This is an optimization exercise on Yosys and OpenROAD, whose aim is small area, not a production implementation.
The RTL was checked by simulation tests, not by an equivalence proof against the original design.
Power is estimated from default activity; no workload was simulated.

==> flow/design.v <==
`timescale 1ns / 1ps
module mult_add(
input CLK,
input CE,
input SCLR,
input [15 : 0] A,
input [15 : 0] B,
input [27 : 0] C,
output reg [32 : 0] P
    );
reg [15 : 0] a_r;
reg [15 : 0] b_r;
always @ (posedge CLK)
begin
    if (SCLR) begin
        a_r <= 0;
        b_r <= 0;
    end
    else if (CE) begin
        a_r <= A;
        b_r <= B;
    end
end
always @ (posedge CLK)
begin
    if (SCLR)
        P <= 0;
    else if (CE)
        P <= $signed(a_r) * $signed(b_r) + $signed(C);
end
endmodule
`timescale 1ns / 1ps
module MAC(
input clk,
input rst,
input [16 - 1 : 0] mac_en, 
input [16 * 16 - 1 : 0] img,
input [16 / 8 * 16 - 1 : 0] ker,
input [16 * 28 - 1 : 0] partial_output, 
output [16 * 33 - 1 : 0] result, 
output reg result_vld,
output partial_output_prepare
    );
integer j;
genvar i;
reg [1 : 0] mac_en_d [0:16-1];
always @ (posedge clk)
begin
    if (rst)
    for (j=0;j<16;j=j+1)
        mac_en_d[j] <= 0;
    else
    for (j=0;j<16;j=j+1)
        mac_en_d[j] <= {mac_en_d[j][0],mac_en[j]};
end 
assign partial_output_prepare = mac_en_d[0][1];
always @ (posedge clk)
begin
    result_vld <= mac_en_d[0][1];
end
generate for (i = 0; i < 16; i=i+1) begin :mult_add
    mult_add u_mult_add (
      .CLK(clk),     
      .CE(mac_en[i]||mac_en_d[i][1]),       
      .SCLR(rst),   
      .A(img[i * 16 +: 16]),         
      .B(ker[(i/8) *16 +: 16]),         
      .C({partial_output[i*28 +: 28]}),         
      .P(result[i*33 +: 33])         
    );
end
endgenerate 
endmodule
==> flow/run.sh <==
#!/bin/bash
# synth_recipe.tcl (not shown) runs the flow's synth.tcl, then flattens the netlist and writes it again
# the make line also repeats each setting of config.mk as NAME=value (left out here)
make -C /OpenROAD-flow-scripts/flow DESIGN_CONFIG=/design/flow/config.mk WORK_HOME=/design/flow/orfs CLKGATE_MAP_FILE= SYNTH_SCRIPT=/design/flow/synth_recipe.tcl finish
==> flow/config.mk <==
export PLATFORM = sky130hd
export DESIGN_NAME = MAC
export DESIGN_NICKNAME = MAC
export VERILOG_FILES = /design/flow/design.v
export SDC_FILE = /design/flow/constraint.sdc
export NUM_CORES = 4
export LEC_CHECK = 0
export CAP_MARGIN = 20
export CORE_MARGIN = 2
export CORE_UTILIZATION = 40
export PLACE_DENSITY = 0.6
export SLEW_MARGIN = 20
==> flow/constraint.sdc <==
create_clock -name core_clock -period 8.5 [get_ports {clk}]
set_input_delay 1.7000 -clock core_clock [delete_from_list [all_inputs] [get_ports {clk}]]
set_output_delay 1.7000 -clock core_clock [all_outputs]
set_load 0.01 [all_outputs]
==> metrics.md, run 1 <==
| Metric | Value |
|---|---|
| Status | no timing/DRC/antenna violations |
| Clk pwr share | 0.188 |
| Register area | 21500 sq um |
| Bufs on Longest Clock Path | 4 |
| Clock latency on the worst-skew pair | ~0.93 ns |
| CP max stage delay | 0.85 ns |
| Multi-In Gates | 15800 |
| Max Used Layer | met5 |
| Root buffer cell | clkbuf_16 |
| FILL cells | 50900 |
| Top Usage Layer GRT | met2 |
| Clock Buffer Count | 198 |
| Clock transition at path regs | 0.06 ns |
| Core Area | 521000 sq um |
| Seq Cell Count | 1073 |
| Post-CTS setup buffers | 0 |
| Fmax | 0.135 GHz |
| Post-synth top cells | inv_1 (5602), fa_1 (4720), nand2_1 (3832) |
| HP Class | reg -> reg |
| Flop pwr share | 0.193 |
| Worst path top cell family by delay | adder cells |
| Dominant cells by area after synthesis | fa_1 (45%), dfxtp_1 (10%), inv_1 (10%) |
| Hold Vio Cnt, Final | 0 |
| Crit path cell chain | nand2_1, fa_1, inv_1, fa_1, inv_1, fa_1, inv_1, fa_1, fa_1, inv_1, fa_1, inv_1, ha_1, and3_1, o211ai_1, and2_0, a22o_1, a311oi_1, o2111ai_1, a21oi_1, a211oi_1, xnor2_1, nand2_1, a21oi_1 |
| Biggest register | mult_add.u_mult_add.P |
| I/O pin cnt | 1284 |
| Reg-to-Reg Start | mult_add[1].u_mult_add.b_r[8]$_SDFFE_PP0P_ |
| Clock Skew | 0.0648 ns |
| Port Buffers | about 1300 |
| Fin area | 234000 sq um |
| Row count | 265 |
| Finished Core Util | 0.449 |
| Signal buffers share of area | 0.0602 |
| Crit. End Element | register |
| Die Area | 529000 sq um |
| Mapped Cells | 23500 |
| Ratio of cells with drive above 1 in the final layout | 0.0229 |
| Startpoint types | register |
| Met3 Use GR | 0.0604 |
| DR pass1 iterations | 5 |
| Die Span Y | 727 microns |
==> run 2: changes to the inputs <==
--- a/flow/design.v
+++ b/flow/design.v
@@ -13,13 +13,626 @@
 always @ (posedge CLK)
 begin
-    if (SCLR) begin
+    if (SCLR)
         a_r <= 0;
-        b_r <= 0;
-    end
-    else if (CE) begin
+    else if (CE)
         a_r <= A;
+    if (CE)
         b_r <= B;
-    end
 end
+wire one0 = b_r[0] ^ 1'b0;
+wire two0 = (b_r[1] & ~b_r[0] & ~1'b0) | (~b_r[1] & b_r[0] & 1'b0);
+wire none0 = ~one0;
+wire ntwo0 = ~two0;
+wire ng0 = b_r[1] & ~(b_r[0] & 1'b0);
+wire nx0_0; xn u_x0_0 (.a(a_r[0]), .b(ng0), .y(nx0_0));
+wire nx0_1; xn u_x0_1 (.a(a_r[1]), .b(ng0), .y(nx0_1));
+wire nx0_2; xn u_x0_2 (.a(a_r[2]), .b(ng0), .y(nx0_2));
+wire nx0_3; xn u_x0_3 (.a(a_r[3]), .b(ng0), .y(nx0_3));
+wire nx0_4; xn u_x0_4 (.a(a_r[4]), .b(ng0), .y(nx0_4));
+wire nx0_5; xn u_x0_5 (.a(a_r[5]), .b(ng0), .y(nx0_5));
+wire nx0_6; xn u_x0_6 (.a(a_r[6]), .b(ng0), .y(nx0_6));
+wire nx0_7; xn u_x0_7 (.a(a_r[7]), .b(ng0), .y(nx0_7));
+wire nx0_8; xn u_x0_8 (.a(a_r[8]), .b(ng0), .y(nx0_8));
+wire nx0_9; xn u_x0_9 (.a(a_r[9]), .b(ng0), .y(nx0_9));
+wire nx0_10; xn u_x0_10 (.a(a_r[10]), .b(ng0), .y(nx0_10));
+wire nx0_11; xn u_x0_11 (.a(a_r[11]), .b(ng0), .y(nx0_11));
+wire nx0_12; xn u_x0_12 (.a(a_r[12]), .b(ng0), .y(nx0_12));
+wire nx0_13; xn u_x0_13 (.a(a_r[13]), .b(ng0), .y(nx0_13));
+wire nx0_14; xn u_x0_14 (.a(a_r[14]), .b(ng0), .y(nx0_14));
+wire nx0_15; xn u_x0_15 (.a(a_r[15]), .b(ng0), .y(nx0_15));
+wire pp0_0 = (one0 & ~nx0_0) | (two0 & ng0);
+wire pp0_1; bpp u_pp0_1 (.na(none0), .nb(ntwo0), .xa(nx0_1), .xb(nx0_0), .pp(pp0_1));
+wire pp0_2; bpp u_pp0_2 (.na(none0), .nb(ntwo0), .xa(nx0_2), .xb(nx0_1), .pp(pp0_2));
+wire pp0_3; bpp u_pp0_3 (.na(none0), .nb(ntwo0), .xa(nx0_3), .xb(nx0_2), .pp(pp0_3));
+wire pp0_4; bpp u_pp0_4 (.na(none0), .nb(ntwo0), .xa(nx0_4), .xb(nx0_3), .pp(pp0_4));
+wire pp0_5; bpp u_pp0_5 (.na(none0), .nb(ntwo0), .xa(nx0_5), .xb(nx0_4), .pp(pp0_5));
+wire pp0_6; bpp u_pp0_6 (.na(none0), .nb(ntwo0), .xa(nx0_6), .xb(nx0_5), .pp(pp0_6));
+wire pp0_7; bpp u_pp0_7 (.na(none0), .nb(ntwo0), .xa(nx0_7), .xb(nx0_6), .pp(pp0_7));
+wire pp0_8; bpp u_pp0_8 (.na(none0), .nb(ntwo0), .xa(nx0_8), .xb(nx0_7), .pp(pp0_8));
+wire pp0_9; bpp u_pp0_9 (.na(none0), .nb(ntwo0), .xa(nx0_9), .xb(nx0_8), .pp(pp0_9));
+wire pp0_10; bpp u_pp0_10 (.na(none0), .nb(ntwo0), .xa(nx0_10), .xb(nx0_9), .pp(pp0_10));
+wire pp0_11; bpp u_pp0_11 (.na(none0), .nb(ntwo0), .xa(nx0_11), .xb(nx0_10), .pp(pp0_11));
+wire pp0_12; bpp u_pp0_12 (.na(none0), .nb(ntwo0), .xa(nx0_12), .xb(nx0_11), .pp(pp0_12));
+wire pp0_13; bpp u_pp0_13 (.na(none0), .nb(ntwo0), .xa(nx0_13), .xb(nx0_12), .pp(pp0_13));
+wire pp0_14; bpp u_pp0_14 (.na(none0), .nb(ntwo0), .xa(nx0_14), .xb(nx0_13), .pp(pp0_14));
+wire pp0_15; bpp u_pp0_15 (.na(none0), .nb(ntwo0), .xa(nx0_15), .xb(nx0_14), .pp(pp0_15));
+wire pp0_16 = ~((one0 | two0) & ~nx0_15);
+wire one1 = b_r[2] ^ b_r[1];
+wire two1 = (b_r[3] & ~b_r[2] & ~b_r[1]) | (~b_r[3] & b_r[2] & b_r[1]);
+wire none1 = ~one1;
+wire ntwo1 = ~two1;
+wire ng1 = b_r[3] & ~(b_r[2] & b_r[1]);
+wire nx1_0; xn u_x1_0 (.a(a_r[0]), .b(ng1), .y(nx1_0));
+wire nx1_1; xn u_x1_1 (.a(a_r[1]), .b(ng1), .y(nx1_1));
+wire nx1_2; xn u_x1_2 (.a(a_r[2]), .b(ng1), .y(nx1_2));
+wire nx1_3; xn u_x1_3 (.a(a_r[3]), .b(ng1), .y(nx1_3));
+wire nx1_4; xn u_x1_4 (.a(a_r[4]), .b(ng1), .y(nx1_4));
+wire nx1_5; xn u_x1_5 (.a(a_r[5]), .b(ng1), .y(nx1_5));
+wire nx1_6; xn u_x1_6 (.a(a_r[6]), .b(ng1), .y(nx1_6));
+wire nx1_7; xn u_x1_7 (.a(a_r[7]), .b(ng1), .y(nx1_7));
+wire nx1_8; xn u_x1_8 (.a(a_r[8]), .b(ng1), .y(nx1_8));
+wire nx1_9; xn u_x1_9 (.a(a_r[9]), .b(ng1), .y(nx1_9));
+wire nx1_10; xn u_x1_10 (.a(a_r[10]), .b(ng1), .y(nx1_10));
+wire nx1_11; xn u_x1_11 (.a(a_r[11]), .b(ng1), .y(nx1_11));
+wire nx1_12; xn u_x1_12 (.a(a_r[12]), .b(ng1), .y(nx1_12));
+wire nx1_13; xn u_x1_13 (.a(a_r[13]), .b(ng1), .y(nx1_13));
+wire nx1_14; xn u_x1_14 (.a(a_r[14]), .b(ng1), .y(nx1_14));
+wire nx1_15; xn u_x1_15 (.a(a_r[15]), .b(ng1), .y(nx1_15));
+wire pp1_0 = (one1 & ~nx1_0) | (two1 & ng1);
+wire pp1_1; bpp u_pp1_1 (.na(none1), .nb(ntwo1), .xa(nx1_1), .xb(nx1_0), .pp(pp1_1));
+wire pp1_2; bpp u_pp1_2 (.na(none1), .nb(ntwo1), .xa(nx1_2), .xb(nx1_1), .pp(pp1_2));
+wire pp1_3; bpp u_pp1_3 (.na(none1), .nb(ntwo1), .xa(nx1_3), .xb(nx1_2), .pp(pp1_3));
+wire pp1_4; bpp u_pp1_4 (.na(none1), .nb(ntwo1), .xa(nx1_4), .xb(nx1_3), .pp(pp1_4));
+wire pp1_5; bpp u_pp1_5 (.na(none1), .nb(ntwo1), .xa(nx1_5), .xb(nx1_4), .pp(pp1_5));
+wire pp1_6; bpp u_pp1_6 (.na(none1), .nb(ntwo1), .xa(nx1_6), .xb(nx1_5), .pp(pp1_6));
+wire pp1_7; bpp u_pp1_7 (.na(none1), .nb(ntwo1), .xa(nx1_7), .xb(nx1_6), .pp(pp1_7));
+wire pp1_8; bpp u_pp1_8 (.na(none1), .nb(ntwo1), .xa(nx1_8), .xb(nx1_7), .pp(pp1_8));
+wire pp1_9; bpp u_pp1_9 (.na(none1), .nb(ntwo1), .xa(nx1_9), .xb(nx1_8), .pp(pp1_9));
+wire pp1_10; bpp u_pp1_10 (.na(none1), .nb(ntwo1), .xa(nx1_10), .xb(nx1_9), .pp(pp1_10));
+wire pp1_11; bpp u_pp1_11 (.na(none1), .nb(ntwo1), .xa(nx1_11), .xb(nx1_10), .pp(pp1_11));
+wire pp1_12; bpp u_pp1_12 (.na(none1), .nb(ntwo1), .xa(nx1_12), .xb(nx1_11), .pp(pp1_12));
+wire pp1_13; bpp u_pp1_13 (.na(none1), .nb(ntwo1), .xa(nx1_13), .xb(nx1_12), .pp(pp1_13));
+wire pp1_14; bpp u_pp1_14 (.na(none1), .nb(ntwo1), .xa(nx1_14), .xb(nx1_13), .pp(pp1_14));
+wire pp1_15; bpp u_pp1_15 (.na(none1), .nb(ntwo1), .xa(nx1_15), .xb(nx1_14), .pp(pp1_15));
+wire pp1_16 = ~((one1 | two1) & ~nx1_15);
+wire one2 = b_r[4] ^ b_r[3];
+wire two2 = (b_r[5] & ~b_r[4] & ~b_r[3]) | (~b_r[5] & b_r[4] & b_r[3]);
+wire none2 = ~one2;
+wire ntwo2 = ~two2;
+wire ng2 = b_r[5] & ~(b_r[4] & b_r[3]);
+wire nx2_0; xn u_x2_0 (.a(a_r[0]), .b(ng2), .y(nx2_0));
+wire nx2_1; xn u_x2_1 (.a(a_r[1]), .b(ng2), .y(nx2_1));
+wire nx2_2; xn u_x2_2 (.a(a_r[2]), .b(ng2), .y(nx2_2));
+wire nx2_3; xn u_x2_3 (.a(a_r[3]), .b(ng2), .y(nx2_3));
+wire nx2_4; xn u_x2_4 (.a(a_r[4]), .b(ng2), .y(nx2_4));
+wire nx2_5; xn u_x2_5 (.a(a_r[5]), .b(ng2), .y(nx2_5));
+wire nx2_6; xn u_x2_6 (.a(a_r[6]), .b(ng2), .y(nx2_6));
+wire nx2_7; xn u_x2_7 (.a(a_r[7]), .b(ng2), .y(nx2_7));
+wire nx2_8; xn u_x2_8 (.a(a_r[8]), .b(ng2), .y(nx2_8));
+wire nx2_9; xn u_x2_9 (.a(a_r[9]), .b(ng2), .y(nx2_9));
+wire nx2_10; xn u_x2_10 (.a(a_r[10]), .b(ng2), .y(nx2_10));
+wire nx2_11; xn u_x2_11 (.a(a_r[11]), .b(ng2), .y(nx2_11));
+wire nx2_12; xn u_x2_12 (.a(a_r[12]), .b(ng2), .y(nx2_12));
+wire nx2_13; xn u_x2_13 (.a(a_r[13]), .b(ng2), .y(nx2_13));
+wire nx2_14; xn u_x2_14 (.a(a_r[14]), .b(ng2), .y(nx2_14));
+wire nx2_15; xn u_x2_15 (.a(a_r[15]), .b(ng2), .y(nx2_15));
+wire pp2_0 = (one2 & ~nx2_0) | (two2 & ng2);
+wire pp2_1; bpp u_pp2_1 (.na(none2), .nb(ntwo2), .xa(nx2_1), .xb(nx2_0), .pp(pp2_1));
+wire pp2_2; bpp u_pp2_2 (.na(none2), .nb(ntwo2), .xa(nx2_2), .xb(nx2_1), .pp(pp2_2));
+wire pp2_3; bpp u_pp2_3 (.na(none2), .nb(ntwo2), .xa(nx2_3), .xb(nx2_2), .pp(pp2_3));
+wire pp2_4; bpp u_pp2_4 (.na(none2), .nb(ntwo2), .xa(nx2_4), .xb(nx2_3), .pp(pp2_4));
+wire pp2_5; bpp u_pp2_5 (.na(none2), .nb(ntwo2), .xa(nx2_5), .xb(nx2_4), .pp(pp2_5));
+wire pp2_6; bpp u_pp2_6 (.na(none2), .nb(ntwo2), .xa(nx2_6), .xb(nx2_5), .pp(pp2_6));
+wire pp2_7; bpp u_pp2_7 (.na(none2), .nb(ntwo2), .xa(nx2_7), .xb(nx2_6), .pp(pp2_7));
+wire pp2_8; bpp u_pp2_8 (.na(none2), .nb(ntwo2), .xa(nx2_8), .xb(nx2_7), .pp(pp2_8));
+wire pp2_9; bpp u_pp2_9 (.na(none2), .nb(ntwo2), .xa(nx2_9), .xb(nx2_8), .pp(pp2_9));
+wire pp2_10; bpp u_pp2_10 (.na(none2), .nb(ntwo2), .xa(nx2_10), .xb(nx2_9), .pp(pp2_10));
+wire pp2_11; bpp u_pp2_11 (.na(none2), .nb(ntwo2), .xa(nx2_11), .xb(nx2_10), .pp(pp2_11));
+wire pp2_12; bpp u_pp2_12 (.na(none2), .nb(ntwo2), .xa(nx2_12), .xb(nx2_11), .pp(pp2_12));
+wire pp2_13; bpp u_pp2_13 (.na(none2), .nb(ntwo2), .xa(nx2_13), .xb(nx2_12), .pp(pp2_13));
+wire pp2_14; bpp u_pp2_14 (.na(none2), .nb(ntwo2), .xa(nx2_14), .xb(nx2_13), .pp(pp2_14));
+wire pp2_15; bpp u_pp2_15 (.na(none2), .nb(ntwo2), .xa(nx2_15), .xb(nx2_14), .pp(pp2_15));
+wire pp2_16 = ~((one2 | two2) & ~nx2_15);
+wire one3 = b_r[6] ^ b_r[5];
+wire two3 = (b_r[7] & ~b_r[6] & ~b_r[5]) | (~b_r[7] & b_r[6] & b_r[5]);
+wire none3 = ~one3;
+wire ntwo3 = ~two3;
+wire ng3 = b_r[7] & ~(b_r[6] & b_r[5]);
+wire nx3_0; xn u_x3_0 (.a(a_r[0]), .b(ng3), .y(nx3_0));
+wire nx3_1; xn u_x3_1 (.a(a_r[1]), .b(ng3), .y(nx3_1));
+wire nx3_2; xn u_x3_2 (.a(a_r[2]), .b(ng3), .y(nx3_2));
+wire nx3_3; xn u_x3_3 (.a(a_r[3]), .b(ng3), .y(nx3_3));
+wire nx3_4; xn u_x3_4 (.a(a_r[4]), .b(ng3), .y(nx3_4));
+wire nx3_5; xn u_x3_5 (.a(a_r[5]), .b(ng3), .y(nx3_5));
+wire nx3_6; xn u_x3_6 (.a(a_r[6]), .b(ng3), .y(nx3_6));
+wire nx3_7; xn u_x3_7 (.a(a_r[7]), .b(ng3), .y(nx3_7));
+wire nx3_8; xn u_x3_8 (.a(a_r[8]), .b(ng3), .y(nx3_8));
+wire nx3_9; xn u_x3_9 (.a(a_r[9]), .b(ng3), .y(nx3_9));
+wire nx3_10; xn u_x3_10 (.a(a_r[10]), .b(ng3), .y(nx3_10));
+wire nx3_11; xn u_x3_11 (.a(a_r[11]), .b(ng3), .y(nx3_11));
+wire nx3_12; xn u_x3_12 (.a(a_r[12]), .b(ng3), .y(nx3_12));
+wire nx3_13; xn u_x3_13 (.a(a_r[13]), .b(ng3), .y(nx3_13));
+wire nx3_14; xn u_x3_14 (.a(a_r[14]), .b(ng3), .y(nx3_14));
+wire nx3_15; xn u_x3_15 (.a(a_r[15]), .b(ng3), .y(nx3_15));
+wire pp3_0 = (one3 & ~nx3_0) | (two3 & ng3);
+wire pp3_1; bpp u_pp3_1 (.na(none3), .nb(ntwo3), .xa(nx3_1), .xb(nx3_0), .pp(pp3_1));
+wire pp3_2; bpp u_pp3_2 (.na(none3), .nb(ntwo3), .xa(nx3_2), .xb(nx3_1), .pp(pp3_2));
+wire pp3_3; bpp u_pp3_3 (.na(none3), .nb(ntwo3), .xa(nx3_3), .xb(nx3_2), .pp(pp3_3));
+wire pp3_4; bpp u_pp3_4 (.na(none3), .nb(ntwo3), .xa(nx3_4), .xb(nx3_3), .pp(pp3_4));
+wire pp3_5; bpp u_pp3_5 (.na(none3), .nb(ntwo3), .xa(nx3_5), .xb(nx3_4), .pp(pp3_5));
+wire pp3_6; bpp u_pp3_6 (.na(none3), .nb(ntwo3), .xa(nx3_6), .xb(nx3_5), .pp(pp3_6));
+wire pp3_7; bpp u_pp3_7 (.na(none3), .nb(ntwo3), .xa(nx3_7), .xb(nx3_6), .pp(pp3_7));
+wire pp3_8; bpp u_pp3_8 (.na(none3), .nb(ntwo3), .xa(nx3_8), .xb(nx3_7), .pp(pp3_8));
+wire pp3_9; bpp u_pp3_9 (.na(none3), .nb(ntwo3), .xa(nx3_9), .xb(nx3_8), .pp(pp3_9));
+wire pp3_10; bpp u_pp3_10 (.na(none3), .nb(ntwo3), .xa(nx3_10), .xb(nx3_9), .pp(pp3_10));
+wire pp3_11; bpp u_pp3_11 (.na(none3), .nb(ntwo3), .xa(nx3_11), .xb(nx3_10), .pp(pp3_11));
+wire pp3_12; bpp u_pp3_12 (.na(none3), .nb(ntwo3), .xa(nx3_12), .xb(nx3_11), .pp(pp3_12));
+wire pp3_13; bpp u_pp3_13 (.na(none3), .nb(ntwo3), .xa(nx3_13), .xb(nx3_12), .pp(pp3_13));
+wire pp3_14; bpp u_pp3_14 (.na(none3), .nb(ntwo3), .xa(nx3_14), .xb(nx3_13), .pp(pp3_14));
+wire pp3_15; bpp u_pp3_15 (.na(none3), .nb(ntwo3), .xa(nx3_15), .xb(nx3_14), .pp(pp3_15));
+wire pp3_16 = ~((one3 | two3) & ~nx3_15);
+wire one4 = b_r[8] ^ b_r[7];
+wire two4 = (b_r[9] & ~b_r[8] & ~b_r[7]) | (~b_r[9] & b_r[8] & b_r[7]);
+wire none4 = ~one4;
+wire ntwo4 = ~two4;
+wire ng4 = b_r[9] & ~(b_r[8] & b_r[7]);
+wire nx4_0; xn u_x4_0 (.a(a_r[0]), .b(ng4), .y(nx4_0));
+wire nx4_1; xn u_x4_1 (.a(a_r[1]), .b(ng4), .y(nx4_1));
+wire nx4_2; xn u_x4_2 (.a(a_r[2]), .b(ng4), .y(nx4_2));
+wire nx4_3; xn u_x4_3 (.a(a_r[3]), .b(ng4), .y(nx4_3));
+wire nx4_4; xn u_x4_4 (.a(a_r[4]), .b(ng4), .y(nx4_4));
+wire nx4_5; xn u_x4_5 (.a(a_r[5]), .b(ng4), .y(nx4_5));
+wire nx4_6; xn u_x4_6 (.a(a_r[6]), .b(ng4), .y(nx4_6));
+wire nx4_7; xn u_x4_7 (.a(a_r[7]), .b(ng4), .y(nx4_7));
+wire nx4_8; xn u_x4_8 (.a(a_r[8]), .b(ng4), .y(nx4_8));
+wire nx4_9; xn u_x4_9 (.a(a_r[9]), .b(ng4), .y(nx4_9));
+wire nx4_10; xn u_x4_10 (.a(a_r[10]), .b(ng4), .y(nx4_10));
+wire nx4_11; xn u_x4_11 (.a(a_r[11]), .b(ng4), .y(nx4_11));
+wire nx4_12; xn u_x4_12 (.a(a_r[12]), .b(ng4), .y(nx4_12));
+wire nx4_13; xn u_x4_13 (.a(a_r[13]), .b(ng4), .y(nx4_13));
+wire nx4_14; xn u_x4_14 (.a(a_r[14]), .b(ng4), .y(nx4_14));
+wire nx4_15; xn u_x4_15 (.a(a_r[15]), .b(ng4), .y(nx4_15));
+wire pp4_0 = (one4 & ~nx4_0) | (two4 & ng4);
+wire pp4_1; bpp u_pp4_1 (.na(none4), .nb(ntwo4), .xa(nx4_1), .xb(nx4_0), .pp(pp4_1));
+wire pp4_2; bpp u_pp4_2 (.na(none4), .nb(ntwo4), .xa(nx4_2), .xb(nx4_1), .pp(pp4_2));
+wire pp4_3; bpp u_pp4_3 (.na(none4), .nb(ntwo4), .xa(nx4_3), .xb(nx4_2), .pp(pp4_3));
+wire pp4_4; bpp u_pp4_4 (.na(none4), .nb(ntwo4), .xa(nx4_4), .xb(nx4_3), .pp(pp4_4));
+wire pp4_5; bpp u_pp4_5 (.na(none4), .nb(ntwo4), .xa(nx4_5), .xb(nx4_4), .pp(pp4_5));
+wire pp4_6; bpp u_pp4_6 (.na(none4), .nb(ntwo4), .xa(nx4_6), .xb(nx4_5), .pp(pp4_6));
+wire pp4_7; bpp u_pp4_7 (.na(none4), .nb(ntwo4), .xa(nx4_7), .xb(nx4_6), .pp(pp4_7));
+wire pp4_8; bpp u_pp4_8 (.na(none4), .nb(ntwo4), .xa(nx4_8), .xb(nx4_7), .pp(pp4_8));
+wire pp4_9; bpp u_pp4_9 (.na(none4), .nb(ntwo4), .xa(nx4_9), .xb(nx4_8), .pp(pp4_9));
+wire pp4_10; bpp u_pp4_10 (.na(none4), .nb(ntwo4), .xa(nx4_10), .xb(nx4_9), .pp(pp4_10));
+wire pp4_11; bpp u_pp4_11 (.na(none4), .nb(ntwo4), .xa(nx4_11), .xb(nx4_10), .pp(pp4_11));
+wire pp4_12; bpp u_pp4_12 (.na(none4), .nb(ntwo4), .xa(nx4_12), .xb(nx4_11), .pp(pp4_12));
+wire pp4_13; bpp u_pp4_13 (.na(none4), .nb(ntwo4), .xa(nx4_13), .xb(nx4_12), .pp(pp4_13));
+wire pp4_14; bpp u_pp4_14 (.na(none4), .nb(ntwo4), .xa(nx4_14), .xb(nx4_13), .pp(pp4_14));
+wire pp4_15; bpp u_pp4_15 (.na(none4), .nb(ntwo4), .xa(nx4_15), .xb(nx4_14), .pp(pp4_15));
+wire pp4_16 = ~((one4 | two4) & ~nx4_15);
+wire one5 = b_r[10] ^ b_r[9];
+wire two5 = (b_r[11] & ~b_r[10] & ~b_r[9]) | (~b_r[11] & b_r[10] & b_r[9]);
+wire none5 = ~one5;
+wire ntwo5 = ~two5;
+wire ng5 = b_r[11] & ~(b_r[10] & b_r[9]);
+wire nx5_0; xn u_x5_0 (.a(a_r[0]), .b(ng5), .y(nx5_0));
+wire nx5_1; xn u_x5_1 (.a(a_r[1]), .b(ng5), .y(nx5_1));
+wire nx5_2; xn u_x5_2 (.a(a_r[2]), .b(ng5), .y(nx5_2));
+wire nx5_3; xn u_x5_3 (.a(a_r[3]), .b(ng5), .y(nx5_3));
+wire nx5_4; xn u_x5_4 (.a(a_r[4]), .b(ng5), .y(nx5_4));
+wire nx5_5; xn u_x5_5 (.a(a_r[5]), .b(ng5), .y(nx5_5));
+wire nx5_6; xn u_x5_6 (.a(a_r[6]), .b(ng5), .y(nx5_6));
+wire nx5_7; xn u_x5_7 (.a(a_r[7]), .b(ng5), .y(nx5_7));
+wire nx5_8; xn u_x5_8 (.a(a_r[8]), .b(ng5), .y(nx5_8));
+wire nx5_9; xn u_x5_9 (.a(a_r[9]), .b(ng5), .y(nx5_9));
+wire nx5_10; xn u_x5_10 (.a(a_r[10]), .b(ng5), .y(nx5_10));
+wire nx5_11; xn u_x5_11 (.a(a_r[11]), .b(ng5), .y(nx5_11));
+wire nx5_12; xn u_x5_12 (.a(a_r[12]), .b(ng5), .y(nx5_12));
+wire nx5_13; xn u_x5_13 (.a(a_r[13]), .b(ng5), .y(nx5_13));
+wire nx5_14; xn u_x5_14 (.a(a_r[14]), .b(ng5), .y(nx5_14));
+wire nx5_15; xn u_x5_15 (.a(a_r[15]), .b(ng5), .y(nx5_15));
+wire pp5_0 = (one5 & ~nx5_0) | (two5 & ng5);
+wire pp5_1; bpp u_pp5_1 (.na(none5), .nb(ntwo5), .xa(nx5_1), .xb(nx5_0), .pp(pp5_1));
+wire pp5_2; bpp u_pp5_2 (.na(none5), .nb(ntwo5), .xa(nx5_2), .xb(nx5_1), .pp(pp5_2));
+wire pp5_3; bpp u_pp5_3 (.na(none5), .nb(ntwo5), .xa(nx5_3), .xb(nx5_2), .pp(pp5_3));
+wire pp5_4; bpp u_pp5_4 (.na(none5), .nb(ntwo5), .xa(nx5_4), .xb(nx5_3), .pp(pp5_4));
+wire pp5_5; bpp u_pp5_5 (.na(none5), .nb(ntwo5), .xa(nx5_5), .xb(nx5_4), .pp(pp5_5));
+wire pp5_6; bpp u_pp5_6 (.na(none5), .nb(ntwo5), .xa(nx5_6), .xb(nx5_5), .pp(pp5_6));
+wire pp5_7; bpp u_pp5_7 (.na(none5), .nb(ntwo5), .xa(nx5_7), .xb(nx5_6), .pp(pp5_7));
+wire pp5_8; bpp u_pp5_8 (.na(none5), .nb(ntwo5), .xa(nx5_8), .xb(nx5_7), .pp(pp5_8));
+wire pp5_9; bpp u_pp5_9 (.na(none5), .nb(ntwo5), .xa(nx5_9), .xb(nx5_8), .pp(pp5_9));
+wire pp5_10; bpp u_pp5_10 (.na(none5), .nb(ntwo5), .xa(nx5_10), .xb(nx5_9), .pp(pp5_10));
+wire pp5_11; bpp u_pp5_11 (.na(none5), .nb(ntwo5), .xa(nx5_11), .xb(nx5_10), .pp(pp5_11));
+wire pp5_12; bpp u_pp5_12 (.na(none5), .nb(ntwo5), .xa(nx5_12), .xb(nx5_11), .pp(pp5_12));
+wire pp5_13; bpp u_pp5_13 (.na(none5), .nb(ntwo5), .xa(nx5_13), .xb(nx5_12), .pp(pp5_13));
+wire pp5_14; bpp u_pp5_14 (.na(none5), .nb(ntwo5), .xa(nx5_14), .xb(nx5_13), .pp(pp5_14));
+wire pp5_15; bpp u_pp5_15 (.na(none5), .nb(ntwo5), .xa(nx5_15), .xb(nx5_14), .pp(pp5_15));
+wire pp5_16 = ~((one5 | two5) & ~nx5_15);
+wire one6 = b_r[12] ^ b_r[11];
+wire two6 = (b_r[13] & ~b_r[12] & ~b_r[11]) | (~b_r[13] & b_r[12] & b_r[11]);
+wire none6 = ~one6;
+wire ntwo6 = ~two6;
+wire ng6 = b_r[13] & ~(b_r[12] & b_r[11]);
+wire nx6_0; xn u_x6_0 (.a(a_r[0]), .b(ng6), .y(nx6_0));
+wire nx6_1; xn u_x6_1 (.a(a_r[1]), .b(ng6), .y(nx6_1));
+wire nx6_2; xn u_x6_2 (.a(a_r[2]), .b(ng6), .y(nx6_2));
+wire nx6_3; xn u_x6_3 (.a(a_r[3]), .b(ng6), .y(nx6_3));
+wire nx6_4; xn u_x6_4 (.a(a_r[4]), .b(ng6), .y(nx6_4));
+wire nx6_5; xn u_x6_5 (.a(a_r[5]), .b(ng6), .y(nx6_5));
+wire nx6_6; xn u_x6_6 (.a(a_r[6]), .b(ng6), .y(nx6_6));
+wire nx6_7; xn u_x6_7 (.a(a_r[7]), .b(ng6), .y(nx6_7));
+wire nx6_8; xn u_x6_8 (.a(a_r[8]), .b(ng6), .y(nx6_8));
+wire nx6_9; xn u_x6_9 (.a(a_r[9]), .b(ng6), .y(nx6_9));
+wire nx6_10; xn u_x6_10 (.a(a_r[10]), .b(ng6), .y(nx6_10));
+wire nx6_11; xn u_x6_11 (.a(a_r[11]), .b(ng6), .y(nx6_11));
+wire nx6_12; xn u_x6_12 (.a(a_r[12]), .b(ng6), .y(nx6_12));
+wire nx6_13; xn u_x6_13 (.a(a_r[13]), .b(ng6), .y(nx6_13));
+wire nx6_14; xn u_x6_14 (.a(a_r[14]), .b(ng6), .y(nx6_14));
+wire nx6_15; xn u_x6_15 (.a(a_r[15]), .b(ng6), .y(nx6_15));
+wire pp6_0 = (one6 & ~nx6_0) | (two6 & ng6);
+wire pp6_1; bpp u_pp6_1 (.na(none6), .nb(ntwo6), .xa(nx6_1), .xb(nx6_0), .pp(pp6_1));
+wire pp6_2; bpp u_pp6_2 (.na(none6), .nb(ntwo6), .xa(nx6_2), .xb(nx6_1), .pp(pp6_2));
+wire pp6_3; bpp u_pp6_3 (.na(none6), .nb(ntwo6), .xa(nx6_3), .xb(nx6_2), .pp(pp6_3));
+wire pp6_4; bpp u_pp6_4 (.na(none6), .nb(ntwo6), .xa(nx6_4), .xb(nx6_3), .pp(pp6_4));
+wire pp6_5; bpp u_pp6_5 (.na(none6), .nb(ntwo6), .xa(nx6_5), .xb(nx6_4), .pp(pp6_5));
+wire pp6_6; bpp u_pp6_6 (.na(none6), .nb(ntwo6), .xa(nx6_6), .xb(nx6_5), .pp(pp6_6));
+wire pp6_7; bpp u_pp6_7 (.na(none6), .nb(ntwo6), .xa(nx6_7), .xb(nx6_6), .pp(pp6_7));
+wire pp6_8; bpp u_pp6_8 (.na(none6), .nb(ntwo6), .xa(nx6_8), .xb(nx6_7), .pp(pp6_8));
+wire pp6_9; bpp u_pp6_9 (.na(none6), .nb(ntwo6), .xa(nx6_9), .xb(nx6_8), .pp(pp6_9));
+wire pp6_10; bpp u_pp6_10 (.na(none6), .nb(ntwo6), .xa(nx6_10), .xb(nx6_9), .pp(pp6_10));
+wire pp6_11; bpp u_pp6_11 (.na(none6), .nb(ntwo6), .xa(nx6_11), .xb(nx6_10), .pp(pp6_11));
+wire pp6_12; bpp u_pp6_12 (.na(none6), .nb(ntwo6), .xa(nx6_12), .xb(nx6_11), .pp(pp6_12));
+wire pp6_13; bpp u_pp6_13 (.na(none6), .nb(ntwo6), .xa(nx6_13), .xb(nx6_12), .pp(pp6_13));
+wire pp6_14; bpp u_pp6_14 (.na(none6), .nb(ntwo6), .xa(nx6_14), .xb(nx6_13), .pp(pp6_14));
+wire pp6_15; bpp u_pp6_15 (.na(none6), .nb(ntwo6), .xa(nx6_15), .xb(nx6_14), .pp(pp6_15));
+wire pp6_16 = ~((one6 | two6) & ~nx6_15);
+wire one7 = b_r[14] ^ b_r[13];
+wire two7 = (b_r[15] & ~b_r[14] & ~b_r[13]) | (~b_r[15] & b_r[14] & b_r[13]);
+wire none7 = ~one7;
+wire ntwo7 = ~two7;
+wire ng7 = b_r[15] & ~(b_r[14] & b_r[13]);
+wire nx7_0; xn u_x7_0 (.a(a_r[0]), .b(ng7), .y(nx7_0));
+wire nx7_1; xn u_x7_1 (.a(a_r[1]), .b(ng7), .y(nx7_1));
+wire nx7_2; xn u_x7_2 (.a(a_r[2]), .b(ng7), .y(nx7_2));
+wire nx7_3; xn u_x7_3 (.a(a_r[3]), .b(ng7), .y(nx7_3));
+wire nx7_4; xn u_x7_4 (.a(a_r[4]), .b(ng7), .y(nx7_4));
+wire nx7_5; xn u_x7_5 (.a(a_r[5]), .b(ng7), .y(nx7_5));
+wire nx7_6; xn u_x7_6 (.a(a_r[6]), .b(ng7), .y(nx7_6));
+wire nx7_7; xn u_x7_7 (.a(a_r[7]), .b(ng7), .y(nx7_7));
+wire nx7_8; xn u_x7_8 (.a(a_r[8]), .b(ng7), .y(nx7_8));
+wire nx7_9; xn u_x7_9 (.a(a_r[9]), .b(ng7), .y(nx7_9));
+wire nx7_10; xn u_x7_10 (.a(a_r[10]), .b(ng7), .y(nx7_10));
+wire nx7_11; xn u_x7_11 (.a(a_r[11]), .b(ng7), .y(nx7_11));
+wire nx7_12; xn u_x7_12 (.a(a_r[12]), .b(ng7), .y(nx7_12));
+wire nx7_13; xn u_x7_13 (.a(a_r[13]), .b(ng7), .y(nx7_13));
+wire nx7_14; xn u_x7_14 (.a(a_r[14]), .b(ng7), .y(nx7_14));
+wire nx7_15; xn u_x7_15 (.a(a_r[15]), .b(ng7), .y(nx7_15));
+wire pp7_0 = (one7 & ~nx7_0) | (two7 & ng7);
+wire pp7_1; bpp u_pp7_1 (.na(none7), .nb(ntwo7), .xa(nx7_1), .xb(nx7_0), .pp(pp7_1));
+wire pp7_2; bpp u_pp7_2 (.na(none7), .nb(ntwo7), .xa(nx7_2), .xb(nx7_1), .pp(pp7_2));
+wire pp7_3; bpp u_pp7_3 (.na(none7), .nb(ntwo7), .xa(nx7_3), .xb(nx7_2), .pp(pp7_3));
+wire pp7_4; bpp u_pp7_4 (.na(none7), .nb(ntwo7), .xa(nx7_4), .xb(nx7_3), .pp(pp7_4));
+wire pp7_5; bpp u_pp7_5 (.na(none7), .nb(ntwo7), .xa(nx7_5), .xb(nx7_4), .pp(pp7_5));
+wire pp7_6; bpp u_pp7_6 (.na(none7), .nb(ntwo7), .xa(nx7_6), .xb(nx7_5), .pp(pp7_6));
+wire pp7_7; bpp u_pp7_7 (.na(none7), .nb(ntwo7), .xa(nx7_7), .xb(nx7_6), .pp(pp7_7));
+wire pp7_8; bpp u_pp7_8 (.na(none7), .nb(ntwo7), .xa(nx7_8), .xb(nx7_7), .pp(pp7_8));
+wire pp7_9; bpp u_pp7_9 (.na(none7), .nb(ntwo7), .xa(nx7_9), .xb(nx7_8), .pp(pp7_9));
+wire pp7_10; bpp u_pp7_10 (.na(none7), .nb(ntwo7), .xa(nx7_10), .xb(nx7_9), .pp(pp7_10));
+wire pp7_11; bpp u_pp7_11 (.na(none7), .nb(ntwo7), .xa(nx7_11), .xb(nx7_10), .pp(pp7_11));
+wire pp7_12; bpp u_pp7_12 (.na(none7), .nb(ntwo7), .xa(nx7_12), .xb(nx7_11), .pp(pp7_12));
+wire pp7_13; bpp u_pp7_13 (.na(none7), .nb(ntwo7), .xa(nx7_13), .xb(nx7_12), .pp(pp7_13));
+wire pp7_14; bpp u_pp7_14 (.na(none7), .nb(ntwo7), .xa(nx7_14), .xb(nx7_13), .pp(pp7_14));
+wire pp7_15; bpp u_pp7_15 (.na(none7), .nb(ntwo7), .xa(nx7_15), .xb(nx7_14), .pp(pp7_15));
+wire pp7_16 = ~((one7 | two7) & ~nx7_15);
+wire c27n = ~C[27];
+wire s1, c2; fa u_s1 (.a(C[0]), .b(ng0), .ci(pp0_0), .s(s1), .co(c2));
+wire s3, c4; fa u_s3 (.a(C[1]), .b(pp0_1), .ci(c2), .s(s3), .co(c4));
+wire s5, c6; fa u_s5 (.a(C[2]), .b(ng1), .ci(pp0_2), .s(s5), .co(c6));
+wire s7, c8; fa u_s7 (.a(pp1_0), .b(s5), .ci(c4), .s(s7), .co(c8));
+wire s9, c10; fa u_s9 (.a(C[3]), .b(pp0_3), .ci(pp1_1), .s(s9), .co(c10));
+wire s11, c12; fa u_s11 (.a(c6), .b(s9), .ci(c8), .s(s11), .co(c12));
+wire s13, c14; fa u_s13 (.a(C[4]), .b(ng2), .ci(pp0_4), .s(s13), .co(c14));
+wire s15, c16; fa u_s15 (.a(pp1_2), .b(pp2_0), .ci(c10), .s(s15), .co(c16));
+wire s17, c18; fa u_s17 (.a(s13), .b(s15), .ci(c12), .s(s17), .co(c18));
+wire s19, c20; fa u_s19 (.a(C[5]), .b(pp0_5), .ci(pp1_3), .s(s19), .co(c20));
+wire s21, c22; fa u_s21 (.a(pp2_1), .b(c14), .ci(s19), .s(s21), .co(c22));
+wire s23, c24; fa u_s23 (.a(c16), .b(s21), .ci(c18), .s(s23), .co(c24));
+wire s25, c26; fa u_s25 (.a(C[6]), .b(ng3), .ci(pp0_6), .s(s25), .co(c26));
+wire s27, c28; fa u_s27 (.a(pp1_4), .b(pp2_2), .ci(pp3_0), .s(s27), .co(c28));
+wire s29, c30; fa u_s29 (.a(c20), .b(s25), .ci(s27), .s(s29), .co(c30));
+wire s31, c32; ha u_s31 (.a(c22), .b(s29), .s(s31), .co(c32));
+wire s33, c34; fa u_s33 (.a(C[7]), .b(pp0_7), .ci(pp1_5), .s(s33), .co(c34));
+wire s35, c36; fa u_s35 (.a(pp2_3), .b(pp3_1), .ci(c26), .s(s35), .co(c36));
+wire s37, c38; fa u_s37 (.a(c28), .b(s33), .ci(c30), .s(s37), .co(c38));
+wire s39, c40; ha u_s39 (.a(s35), .b(c32), .s(s39), .co(c40));
+wire s41, c42; fa u_s41 (.a(C[8]), .b(ng4), .ci(pp0_8), .s(s41), .co(c42));
+wire s43, c44; fa u_s43 (.a(pp1_6), .b(pp2_4), .ci(pp3_2), .s(s43), .co(c44));
+wire s45, c46; fa u_s45 (.a(pp4_0), .b(c34), .ci(s41), .s(s45), .co(c46));
+wire s47, c48; fa u_s47 (.a(s43), .b(c36), .ci(s45), .s(s47), .co(c48));
+wire s49, c50; ha u_s49 (.a(c38), .b(c40), .s(s49), .co(c50));
+wire s51, c52; fa u_s51 (.a(C[9]), .b(pp0_9), .ci(pp1_7), .s(s51), .co(c52));
+wire s53, c54; fa u_s53 (.a(pp2_5), .b(pp3_3), .ci(pp4_1), .s(s53), .co(c54));
+wire s55, c56; fa u_s55 (.a(c42), .b(c44), .ci(s51), .s(s55), .co(c56));
+wire s57, c58; fa u_s57 (.a(s53), .b(c46), .ci(s55), .s(s57), .co(c58));
+wire s59, c60; ha u_s59 (.a(c48), .b(s57), .s(s59), .co(c60));
+wire s61, c62; fa u_s61 (.a(C[10]), .b(ng5), .ci(pp0_10), .s(s61), .co(c62));
+wire s63, c64; fa u_s63 (.a(pp1_8), .b(pp2_6), .ci(pp3_4), .s(s63), .co(c64));
+wire s65, c66; fa u_s65 (.a(pp4_2), .b(pp5_0), .ci(c52), .s(s65), .co(c66));
+wire s67, c68; fa u_s67 (.a(c54), .b(s61), .ci(s63), .s(s67), .co(c68));
+wire s69, c70; fa u_s69 (.a(c56), .b(s65), .ci(s67), .s(s69), .co(c70));
+wire s71, c72; ha u_s71 (.a(c58), .b(s69), .s(s71), .co(c72));
+wire s73, c74; fa u_s73 (.a(C[11]), .b(pp0_11), .ci(pp1_9), .s(s73), .co(c74));
+wire s75, c76; fa u_s75 (.a(pp2_7), .b(pp3_5), .ci(pp4_3), .s(s75), .co(c76));
+wire s77, c78; fa u_s77 (.a(pp5_1), .b(c62), .ci(c64), .s(s77), .co(c78));
+wire s79, c80; fa u_s79 (.a(s73), .b(s75), .ci(c66), .s(s79), .co(c80));
+wire s81, c82; fa u_s81 (.a(c68), .b(s77), .ci(s79), .s(s81), .co(c82));
+wire s83, c84; ha u_s83 (.a(c70), .b(c72), .s(s83), .co(c84));
+wire s85, c86; fa u_s85 (.a(C[12]), .b(ng6), .ci(pp0_12), .s(s85), .co(c86));
+wire s87, c88; fa u_s87 (.a(pp1_10), .b(pp2_8), .ci(pp3_6), .s(s87), .co(c88));
+wire s89, c90; fa u_s89 (.a(pp4_4), .b(pp5_2), .ci(pp6_0), .s(s89), .co(c90));
+wire s91, c92; fa u_s91 (.a(c74), .b(c76), .ci(s85), .s(s91), .co(c92));
+wire s93, c94; fa u_s93 (.a(s87), .b(s89), .ci(c78), .s(s93), .co(c94));
+wire s95, c96; fa u_s95 (.a(s91), .b(c80), .ci(s93), .s(s95), .co(c96));
+wire s97, c98; ha u_s97 (.a(c82), .b(s95), .s(s97), .co(c98));
+wire s99, c100; fa u_s99 (.a(C[13]), .b(pp0_13), .ci(pp1_11), .s(s99), .co(c100));
+wire s101, c102; fa u_s101 (.a(pp2_9), .b(pp3_7), .ci(pp4_5), .s(s101), .co(c102));
+wire s103, c104; fa u_s103 (.a(pp5_3), .b(pp6_1), .ci(c86), .s(s103), .co(c104));
+wire s105, c106; fa u_s105 (.a(c88), .b(c90), .ci(s101), .s(s105), .co(c106));
+wire s107, c108; fa u_s107 (.a(s99), .b(c92), .ci(s103), .s(s107), .co(c108));
+wire s109, c110; fa u_s109 (.a(s105), .b(c94), .ci(s107), .s(s109), .co(c110));
+wire s111, c112; ha u_s111 (.a(c96), .b(s109), .s(s111), .co(c112));
+wire s113, c114; fa u_s113 (.a(C[14]), .b(ng7), .ci(pp0_14), .s(s113), .co(c114));
+wire s115, c116; fa u_s115 (.a(pp1_12), .b(pp2_10), .ci(pp3_8), .s(s115), .co(c116));
+wire s117, c118; fa u_s117 (.a(pp4_6), .b(pp5_4), .ci(pp6_2), .s(s117), .co(c118));
+wire s119, c120; fa u_s119 (.a(pp7_0), .b(c100), .ci(c102), .s(s119), .co(c120));
+wire s121, c122; fa u_s121 (.a(s113), .b(s115), .ci(s117), .s(s121), .co(c122));
+wire s123, c124; fa u_s123 (.a(c104), .b(c106), .ci(s119), .s(s123), .co(c124));
+wire s125, c126; fa u_s125 (.a(s121), .b(c108), .ci(s123), .s(s125), .co(c126));
+wire s127, c128; ha u_s127 (.a(c110), .b(s125), .s(s127), .co(c128));
+wire s129, c130; fa u_s129 (.a(C[15]), .b(pp0_15), .ci(pp1_13), .s(s129), .co(c130));
+wire s131, c132; fa u_s131 (.a(pp2_11), .b(pp3_9), .ci(pp4_7), .s(s131), .co(c132));
+wire s133, c134; fa u_s133 (.a(pp5_5), .b(pp6_3), .ci(pp7_1), .s(s133), .co(c134));
+wire s135, c136; fa u_s135 (.a(c114), .b(c116), .ci(c118), .s(s135), .co(c136));
+wire s137, c138; fa u_s137 (.a(s129), .b(s131), .ci(s133), .s(s137), .co(c138));
+wire s139, c140; fa u_s139 (.a(c120), .b(c122), .ci(s135), .s(s139), .co(c140));
+wire s141, c142; fa u_s141 (.a(s137), .b(c124), .ci(s139), .s(s141), .co(c142));
+wire s143, c144; ha u_s143 (.a(c126), .b(s141), .s(s143), .co(c144));
+wire s145, c146; fa u_s145 (.a(1'b1), .b(C[16]), .ci(pp0_16), .s(s145), .co(c146));
+wire s147, c148; fa u_s147 (.a(pp1_14), .b(pp2_12), .ci(pp3_10), .s(s147), .co(c148));
+wire s149, c150; fa u_s149 (.a(pp4_8), .b(pp5_6), .ci(pp6_4), .s(s149), .co(c150));
+wire s151, c152; fa u_s151 (.a(pp7_2), .b(c130), .ci(c132), .s(s151), .co(c152));
+wire s153, c154; fa u_s153 (.a(c134), .b(s145), .ci(s147), .s(s153), .co(c154));
+wire s155, c156; fa u_s155 (.a(s149), .b(c136), .ci(c138), .s(s155), .co(c156));
+wire s157, c158; fa u_s157 (.a(s151), .b(s153), .ci(c140), .s(s157), .co(c158));
+wire s159, c160; fa u_s159 (.a(s155), .b(c142), .ci(s157), .s(s159), .co(c160));
+wire s161, c162; fa u_s161 (.a(1'b1), .b(C[17]), .ci(pp1_15), .s(s161), .co(c162));
+wire s163, c164; fa u_s163 (.a(pp2_13), .b(pp3_11), .ci(pp4_9), .s(s163), .co(c164));
+wire s165, c166; fa u_s165 (.a(pp5_7), .b(pp6_5), .ci(pp7_3), .s(s165), .co(c166));
+wire s167, c168; fa u_s167 (.a(c146), .b(c148), .ci(c150), .s(s167), .co(c168));
+wire s169, c170; fa u_s169 (.a(s161), .b(s163), .ci(s165), .s(s169), .co(c170));
+wire s171, c172; fa u_s171 (.a(c152), .b(c154), .ci(s167), .s(s171), .co(c172));
+wire s173, c174; fa u_s173 (.a(s169), .b(c156), .ci(s171), .s(s173), .co(c174));
+wire s175, c176; ha u_s175 (.a(c158), .b(s173), .s(s175), .co(c176));
+wire s177, c178; fa u_s177 (.a(C[18]), .b(pp1_16), .ci(pp2_14), .s(s177), .co(c178));
+wire s179, c180; fa u_s179 (.a(pp3_12), .b(pp4_10), .ci(pp5_8), .s(s179), .co(c180));
+wire s181, c182; fa u_s181 (.a(pp6_6), .b(pp7_4), .ci(c162), .s(s181), .co(c182));
+wire s183, c184; fa u_s183 (.a(c164), .b(c166), .ci(s177), .s(s183), .co(c184));
+wire s185, c186; fa u_s185 (.a(s179), .b(c168), .ci(c170), .s(s185), .co(c186));
+wire s187, c188; fa u_s187 (.a(s181), .b(s183), .ci(c172), .s(s187), .co(c188));
+wire s189, c190; fa u_s189 (.a(s185), .b(c174), .ci(s187), .s(s189), .co(c190));
+wire s191, c192; fa u_s191 (.a(1'b1), .b(C[19]), .ci(pp2_15), .s(s191), .co(c192));
+wire s193, c194; fa u_s193 (.a(pp3_13), .b(pp4_11), .ci(pp5_9), .s(s193), .co(c194));
+wire s195, c196; fa u_s195 (.a(pp6_7), .b(pp7_5), .ci(c178), .s(s195), .co(c196));
+wire s197, c198; fa u_s197 (.a(c180), .b(s191), .ci(s193), .s(s197), .co(c198));
+wire s199, c200; fa u_s199 (.a(c182), .b(c184), .ci(s195), .s(s199), .co(c200));
+wire s201, c202; fa u_s201 (.a(s197), .b(c186), .ci(s199), .s(s201), .co(c202));
+wire s203, c204; ha u_s203 (.a(c188), .b(s201), .s(s203), .co(c204));
+wire s205, c206; fa u_s205 (.a(C[20]), .b(pp2_16), .ci(pp3_14), .s(s205), .co(c206));
+wire s207, c208; fa u_s207 (.a(pp4_12), .b(pp5_10), .ci(pp6_8), .s(s207), .co(c208));
+wire s209, c210; fa u_s209 (.a(pp7_6), .b(c192), .ci(c194), .s(s209), .co(c210));
+wire s211, c212; fa u_s211 (.a(s205), .b(s207), .ci(c196), .s(s211), .co(c212));
+wire s213, c214; fa u_s213 (.a(c198), .b(s209), .ci(c200), .s(s213), .co(c214));
+wire s215, c216; fa u_s215 (.a(s211), .b(c202), .ci(s213), .s(s215), .co(c216));
+wire s217, c218; fa u_s217 (.a(1'b1), .b(C[21]), .ci(pp3_15), .s(s217), .co(c218));
+wire s219, c220; fa u_s219 (.a(pp4_13), .b(pp5_11), .ci(pp6_9), .s(s219), .co(c220));
+wire s221, c222; fa u_s221 (.a(pp7_7), .b(c206), .ci(c208), .s(s221), .co(c222));
+wire s223, c224; fa u_s223 (.a(s217), .b(s219), .ci(c210), .s(s223), .co(c224));
+wire s225, c226; fa u_s225 (.a(s221), .b(c212), .ci(s223), .s(s225), .co(c226));
+wire s227, c228; ha u_s227 (.a(c214), .b(s225), .s(s227), .co(c228));
+wire s229, c230; fa u_s229 (.a(C[22]), .b(pp3_16), .ci(pp4_14), .s(s229), .co(c230));
+wire s231, c232; fa u_s231 (.a(pp5_12), .b(pp6_10), .ci(pp7_8), .s(s231), .co(c232));
+wire s233, c234; fa u_s233 (.a(c218), .b(c220), .ci(s229), .s(s233), .co(c234));
+wire s235, c236; fa u_s235 (.a(s231), .b(c222), .ci(s233), .s(s235), .co(c236));
+wire s237, c238; fa u_s237 (.a(c224), .b(s235), .ci(c226), .s(s237), .co(c238));
+wire s239, c240; fa u_s239 (.a(1'b1), .b(C[23]), .ci(pp4_15), .s(s239), .co(c240));
+wire s241, c242; fa u_s241 (.a(pp5_13), .b(pp6_11), .ci(pp7_9), .s(s241), .co(c242));
+wire s243, c244; fa u_s243 (.a(c230), .b(c232), .ci(s239), .s(s243), .co(c244));
+wire s245, c246; fa u_s245 (.a(s241), .b(c234), .ci(s243), .s(s245), .co(c246));
+wire s247, c248; ha u_s247 (.a(c236), .b(s245), .s(s247), .co(c248));
+wire s249, c250; fa u_s249 (.a(C[24]), .b(pp4_16), .ci(pp5_14), .s(s249), .co(c250));
+wire s251, c252; fa u_s251 (.a(pp6_12), .b(pp7_10), .ci(c240), .s(s251), .co(c252));
+wire s253, c254; fa u_s253 (.a(c242), .b(s249), .ci(c244), .s(s253), .co(c254));
+wire s255, c256; fa u_s255 (.a(s251), .b(c246), .ci(s253), .s(s255), .co(c256));
+wire s257, c258; fa u_s257 (.a(1'b1), .b(C[25]), .ci(pp5_15), .s(s257), .co(c258));
+wire s259, c260; fa u_s259 (.a(pp6_13), .b(pp7_11), .ci(c250), .s(s259), .co(c260));
+wire s261, c262; fa u_s261 (.a(s257), .b(c252), .ci(s259), .s(s261), .co(c262));
+wire s263, c264; ha u_s263 (.a(c254), .b(s261), .s(s263), .co(c264));
+wire s265, c266; fa u_s265 (.a(C[26]), .b(pp5_16), .ci(pp6_14), .s(s265), .co(c266));
+wire s267, c268; fa u_s267 (.a(pp7_12), .b(c258), .ci(s265), .s(s267), .co(c268));
+wire s269, c270; fa u_s269 (.a(c260), .b(s267), .ci(c262), .s(s269), .co(c270));
+wire s271, c272; fa u_s271 (.a(c27n), .b(pp6_15), .ci(pp7_13), .s(s271), .co(c272));
+wire s273, c274; fa u_s273 (.a(c266), .b(s271), .ci(c268), .s(s273), .co(c274));
+wire s275, c276; fa u_s275 (.a(pp6_16), .b(pp7_14), .ci(c272), .s(s275), .co(c276));
+wire s277, c278; ha u_s277 (.a(1'b1), .b(pp7_15), .s(s277), .co(c278));
+wire g6 = s31 & c24;
+wire p6 = s31 ^ c24;
+wire g7 = s37 & s39;
+wire p7 = s37 ^ s39;
+wire g8 = s47 & s49;
+wire p8 = s47 ^ s49;
+wire g9 = c50 & s59;
+wire p9 = c50 ^ s59;
+wire g10 = c60 & s71;
+wire p10 = c60 ^ s71;
+wire g11 = s81 & s83;
+wire p11 = s81 ^ s83;
+wire g12 = c84 & s97;
+wire p12 = c84 ^ s97;
+wire g13 = c98 & s111;
+wire p13 = c98 ^ s111;
+wire g14 = c112 & s127;
+wire p14 = c112 ^ s127;
+wire g15 = c128 & s143;
+wire p15 = c128 ^ s143;
+wire g16 = c144 & s159;
+wire p16 = c144 ^ s159;
+wire g17 = s175 & c160;
+wire p17 = s175 ^ c160;
+wire g18 = c176 & s189;
+wire p18 = c176 ^ s189;
+wire g19 = s203 & c190;
+wire p19 = s203 ^ c190;
+wire g20 = c204 & s215;
+wire p20 = c204 ^ s215;
+wire g21 = s227 & c216;
+wire p21 = s227 ^ c216;
+wire g22 = c228 & s237;
+wire p22 = c228 ^ s237;
+wire g23 = s247 & c238;
+wire p23 = s247 ^ c238;
+wire g24 = c248 & s255;
+wire p24 = c248 ^ s255;
+wire g25 = s263 & c256;
+wire p25 = s263 ^ c256;
+wire g26 = c264 & s269;
+wire p26 = c264 ^ s269;
+wire g27 = s273 & c270;
+wire p27 = s273 ^ c270;
+wire g28 = s275 & c274;
+wire p28 = s275 ^ c274;
+wire g29 = s277 & c276;
+wire p29 = s277 ^ c276;
+wire g30 = pp7_16 & c278;
+wire p30 = pp7_16 ^ c278;
+wire g31 = 1'b0 & 1'b1;
+wire p31 = 1'b0 ^ 1'b1;
+wire g32 = 1'b0 & 1'b1;
+wire p32 = 1'b0 ^ 1'b1;
+wire G279 = g7 | (p7 & g6);
+wire P280 = p7 & p6;
+wire G281 = g9 | (p9 & g8);
+wire P282 = p9 & p8;
+wire G283 = g11 | (p11 & g10);
+wire P284 = p11 & p10;
+wire G285 = g13 | (p13 & g12);
+wire P286 = p13 & p12;
+wire G287 = g15 | (p15 & g14);
+wire P288 = p15 & p14;
+wire G289 = g17 | (p17 & g16);
+wire P290 = p17 & p16;
+wire G291 = g19 | (p19 & g18);
+wire P292 = p19 & p18;
+wire G293 = g21 | (p21 & g20);
+wire P294 = p21 & p20;
+wire G295 = g23 | (p23 & g22);
+wire P296 = p23 & p22;
+wire G297 = g25 | (p25 & g24);
+wire P298 = p25 & p24;
+wire G299 = g27 | (p27 & g26);
+wire P300 = p27 & p26;
+wire G301 = g29 | (p29 & g28);
+wire P302 = p29 & p28;
+wire G303 = g31 | (p31 & g30);
+wire P304 = p31 & p30;
+wire G305 = G281 | (P282 & G279);
+wire P306 = P282 & P280;
+wire G307 = G285 | (P286 & G283);
+wire P308 = P286 & P284;
+wire G309 = G289 | (P290 & G287);
+wire P310 = P290 & P288;
+wire G311 = G293 | (P294 & G291);
+wire P312 = P294 & P292;
+wire G313 = G297 | (P298 & G295);
+wire P314 = P298 & P296;
+wire G315 = G301 | (P302 & G299);
+wire P316 = P302 & P300;
+wire G317 = G307 | (P308 & G305);
+wire P318 = P308 & P306;
+wire G319 = G311 | (P312 & G309);
+wire P320 = P312 & P310;
+wire G321 = G315 | (P316 & G313);
+wire P322 = P316 & P314;
+wire G323 = G319 | (P320 & G317);
+wire P324 = P320 & P318;
+wire G325 = G321 | (P322 & G323);
+wire P326 = P322 & P324;
+wire G327 = G309 | (P310 & G317);
+wire P328 = P310 & P318;
+wire G329 = G313 | (P314 & G323);
+wire P330 = P314 & P324;
+wire G331 = G283 | (P284 & G305);
+wire P332 = P284 & P306;
+wire G333 = G287 | (P288 & G317);
+wire P334 = P288 & P318;
+wire G335 = G291 | (P292 & G327);
+wire P336 = P292 & P328;
+wire G337 = G295 | (P296 & G323);
+wire P338 = P296 & P324;
+wire G339 = G299 | (P300 & G329);
+wire P340 = P300 & P330;
+wire G341 = G303 | (P304 & G325);
+wire P342 = P304 & P326;
+wire G343 = g8 | (p8 & G279);
+wire P344 = p8 & P280;
+wire G345 = g10 | (p10 & G305);
+wire P346 = p10 & P306;
+wire G347 = g12 | (p12 & G331);
+wire P348 = p12 & P332;
+wire G349 = g14 | (p14 & G317);
+wire P350 = p14 & P318;
+wire G351 = g16 | (p16 & G333);
+wire P352 = p16 & P334;
+wire G353 = g18 | (p18 & G327);
+wire P354 = p18 & P328;
+wire G355 = g20 | (p20 & G335);
+wire P356 = p20 & P336;
+wire G357 = g22 | (p22 & G323);
+wire P358 = p22 & P324;
+wire G359 = g24 | (p24 & G337);
+wire P360 = p24 & P338;
+wire G361 = g26 | (p26 & G329);
+wire P362 = p26 & P330;
+wire G363 = g28 | (p28 & G339);
+wire P364 = p28 & P340;
+wire G365 = g30 | (p30 & G325);
+wire P366 = p30 & P326;
+wire G367 = g32 | (p32 & G341);
+wire P368 = p32 & P342;
+wire o369 = p7 ^ g6;
+wire o370 = p8 ^ G279;
+wire o371 = p9 ^ G343;
+wire o372 = p10 ^ G305;
+wire o373 = p11 ^ G345;
+wire o374 = p12 ^ G331;
+wire o375 = p13 ^ G347;
+wire o376 = p14 ^ G317;
+wire o377 = p15 ^ G349;
+wire o378 = p16 ^ G333;
+wire o379 = p17 ^ G351;
+wire o380 = p18 ^ G327;
+wire o381 = p19 ^ G353;
+wire o382 = p20 ^ G335;
+wire o383 = p21 ^ G355;
+wire o384 = p22 ^ G323;
+wire o385 = p23 ^ G357;
+wire o386 = p24 ^ G337;
+wire o387 = p25 ^ G359;
+wire o388 = p26 ^ G329;
+wire o389 = p27 ^ G361;
+wire o390 = p28 ^ G339;
+wire o391 = p29 ^ G363;
+wire o392 = p30 ^ G325;
+wire o393 = p31 ^ G365;
+wire o394 = p32 ^ G341;
+wire [32:0] sum = {o394, o393, o392, o391, o390, o389, o388, o387, o386, o385, o384, o383, o382, o381, o380, o379, o378, o377, o376, o375, o374, o373, o372, o371, o370, o369, p6, s23, s17, s11, s7, s3, s1};
 always @ (posedge CLK)
 begin
@@ -27,7 +640,21 @@
         P <= 0;
     else if (CE)
-        P <= $signed(a_r) * $signed(b_r) + $signed(C);
+        P <= sum;
 end
 endmodule
+module bpp(input na, input nb, input xa, input xb, output pp);
+assign pp = ~((na | xa) & (nb | xb));
+endmodule
+module fa(input a, input b, input ci, output s, output co);
+assign s = a ^ b ^ ci;
+assign co = (a & b) | (a & ci) | (b & ci);
+endmodule
+module ha(input a, input b, output s, output co);
+assign s = a ^ b;
+assign co = a & b;
+endmodule
+module xn(input a, input b, output y);
+assign y = ~(a ^ b);
+endmodule
 `timescale 1ns / 1ps
 module MAC(
--- a/flow/config.mk
+++ b/flow/config.mk
@@ -6,4 +6,5 @@
 export NUM_CORES = 4
 export LEC_CHECK = 0
+export ABC_CLOCK_PERIOD_IN_PS = 8500
 export CAP_MARGIN = 20
 export CORE_MARGIN = 2
@@ -11,2 +12,4 @@
 export PLACE_DENSITY = 0.6
 export SLEW_MARGIN = 20
+export SYNTH_HIERARCHICAL = 1
+export SYNTH_MINIMUM_KEEP_SIZE = 0
==> metrics.md, run 2 <==
| Metric | Value |
|---|---|
| DR pass1 iterations | 8 (+3) |
| Die Area | 332000 sq um (-37%) |
| Post-CTS setup buffers | 0 (unchanged) |
| Largest regs | mult_add.u_mult_add.P x512, mult_add.u_mult_add.a_r x256, mult_add.u_mult_add.b_r x256 |
| Clock Skew | 0.0531 ns (-0.0118 ns) |
| Flop pwr share | 0.096 (-0.097) |
| Reg-to-Reg Start | mult_add[10].u_mult_add.b_r[1]$_DFFE_PP_ |
| Root buffer cell | clkbuf_16 |
| Commonest non-fill, non-tap cell in the layout | xnor2_1 |
| Hold Vio Cnt, Final | 0 (unchanged) |
| Clk pwr share | 0.082 (-0.106) |
| Fmax | 0.147 GHz (+8.7%) |
| Port Buffers | 1283 (unchanged) |
| Status | no timing/DRC/antenna violations |
| Biggest register | mult_add.u_mult_add.P |
| Startpoint types | register |
| CP max stage delay | 0.84 ns (about the same) |
| Bufs on Longest Clock Path | 4 (unchanged) |
| Core Area | 327000 sq um (-37%) |
| CP startpoint | mult_add[10].u_mult_add.b_r[1]$_DFFE_PP_ |
| Min Tclk post-route | 6.81 ns |
| Clock transition at path regs | 0.06 ns (about the same) |
| FILL cells | 30300 (-40%) |
| Yosys cell types | 42 |
| Max-slew headroom | 0.220 |
| Ratio of cells with drive above 1 in the final layout | 0.0543 (+0.0314) |
| Slew @ Worst Pin | 1.17 ns |
| Drt wl/cell | 25.4 microns |
| CP required | 9.23 ns |
| Post-synth top cells | xnor2_1 (2224), fa_1 (2176), o22ai_1 (1920) |
| I/O pin cnt | 1284 (unchanged) |
| Vias | 104000 |
| Clock latency on the worst-skew pair | 0.87 ns (-0.06 ns) |
| Worst-path fanout max | 22 |
| H-Tree Depth | 4 |
| Number of remaining DRC errors | 0 |
| Mapped Cells | 12000 (-49%) |
| Leak | just under 0.06 uW |
| Crit. End Element | register |
| Fin area | 156000 sq um (-33%) |
| HP Class | reg -> reg |
| Register area | 23700 sq um (+10%) |
| CTS Buf Count | approximately 140 |
| Row count | 210 (-21%) |
| Finished Core Util | 0.478 (+0.0288) |
| Crit path cell chain | buf_4, ha_1, nor2_2, xnor2_1, o22ai_1, fa_1, fa_1, fa_1, fa_1, ha_1, ha_1, a21oi_1, o21ai_0, nand3_1, o2111ai_2, a31o_1, fa_1, xnor2_1, a211oi_1 |
| Die Span Y | 576 microns (-21%) |
| Dominant cells by area after synthesis | fa_1 (33%), xnor2_1 (15%), dfxtp_1 (12%) |
| Yosys warnings | 9 |
[run 2: changes by cell type after synthesis, moves of 272 or more]
cell,change
fa_1,-2544
xnor2_1,+1840
a21oi_1,-1011
o22ai_1,+1918
ha_1,-800
inv_1,-5122
and2_1,-1907
mux2i_1,+570
nor2_1,+453
dfxtp_1,-272
clkbuf_1,-829
nand2_1,-3672
[run 2: layer usage]
| metal | GRT usage | part of all wire | vias up |
|---|---|---|---|
| met5 | 0 | 0.00038 | - |
| met4 | 0.146 | 0.053 | 30 |
| met3 | 0.0647 | 0.093 | 811 |
| met2 | 0.412 | 0.44 | 4839 |
| met1 | 0.364 | 0.41 | 52000 |
| li1 | - | - | 46500 |
[run 2: area by class of cell]
cell class	count	area share
Antenna cell	124	0.00199
Clock buffer	184	0.0259
Clock inverter	74	0.00569
Inverter	512	0.0123
Multi-Input combinational cell	10300	0.675
Sequential cell	1057	0.152
Tap cell	4346	0.0348
Timing Repair Buffer	1483	0.0925
[run 2: worst max-delay path: cells and delay by family (launching register included)]
family | cells | cell delay [ns]
AOI/OAI and AO/OA | 6 | 1.57
xor gates and xnor gates | 2 | 0.37
adders and majority gates | 8 | 3.13
buffers and inverters | 1 | 0.25
DFF | 1 | 0.36
and+or+nand+nor | 2 | 0.99
[run 2: per-module statistics from Yosys (local to each module, per instance)]
| module | cells inside | area [sq um] | copies in the design |
|---|---|---|---|
| ha | 1 | 12.5 | 256 |
| bpp | 1 | 6.26 | 1920 |
| xn | 1 | 8.76 | 2048 |
| mult_add | 359 | 3590 | 16 |
| MAC | 84 | 983 | 1 |
| fa | 1 | 20.0 | 1968 |
[run 2: worst paths after layout]
kind                                                                   end  slack (ns)  cells past startpoint
worst max-delay path            mult_add[10].u_mult_add.P[29]$_SDFFE_PP0P_        1.69                     19
worst min-delay path                                    result_vld$_DFF_P_        0.38                      0
worst max register to register  mult_add[10].u_mult_add.P[29]$_SDFFE_PP0P_        1.69                     19
worst min register to register                          result_vld$_DFF_P_        0.38                      0
[run 2: stage by stage]
stage	hold slack [ns]	setup slack, ns	std cells	power, uW
2_1_floorplan	0.389	1.87	12100	55800
3_3_place_gp	0.372	1.02	17700	71900
3_5_place_dp	0.369	0.948	17700	72700
4_1_cts	0.380	1.75	18000	79900
5_1_grt	0.386	1.36	18100	89000
6_report	0.382	1.69	18100	79700
[run 2: power groups by stage]
stage / sequential, uW / combinational [uW] / clock (uW)
6_report: 7680 / 65500 / 6490
5_1_grt: 7780 / 74300 / 6860
4_1_cts: 7670 / 65500 / 6700
3_5_place_dp: 7760 / 65000 / 0
3_3_place_gp: 7770 / 64100 / 0
2_1_floorplan: 7670 / 48100 / 0
[run 2: logic make-up (layout without fill, tap and decap cells)]
| family | count (synthesis) | after routing | share of synthesized area |
|---|---|---|---|
| fa+ha+maj | 2912 | 2912 | 0.403 |
| compound gates | 2912 | 2912 | 0.148 |
| xor+xnor | 2224 | 2224 | 0.149 |
| simple gates | 1600 | 1600 | 0.0533 |
| flops | 1057 | 1057 | 0.181 |
| buf+inv | 723 | 2253 | 0.0219 |
| mux | 576 | 576 | 0.0440 |
| other cells | 16 | 236 | 0.000459 |

Re-timed with assumed drivers on the ports (clkbuf_16 on the clock, buf_2 on other inputs), run 2 has 1.691 ns of setup slack against 1.691 ns with ideal ports, and 0.947 ns once port delays also move by the mid clock arrival of 0.956 ns.
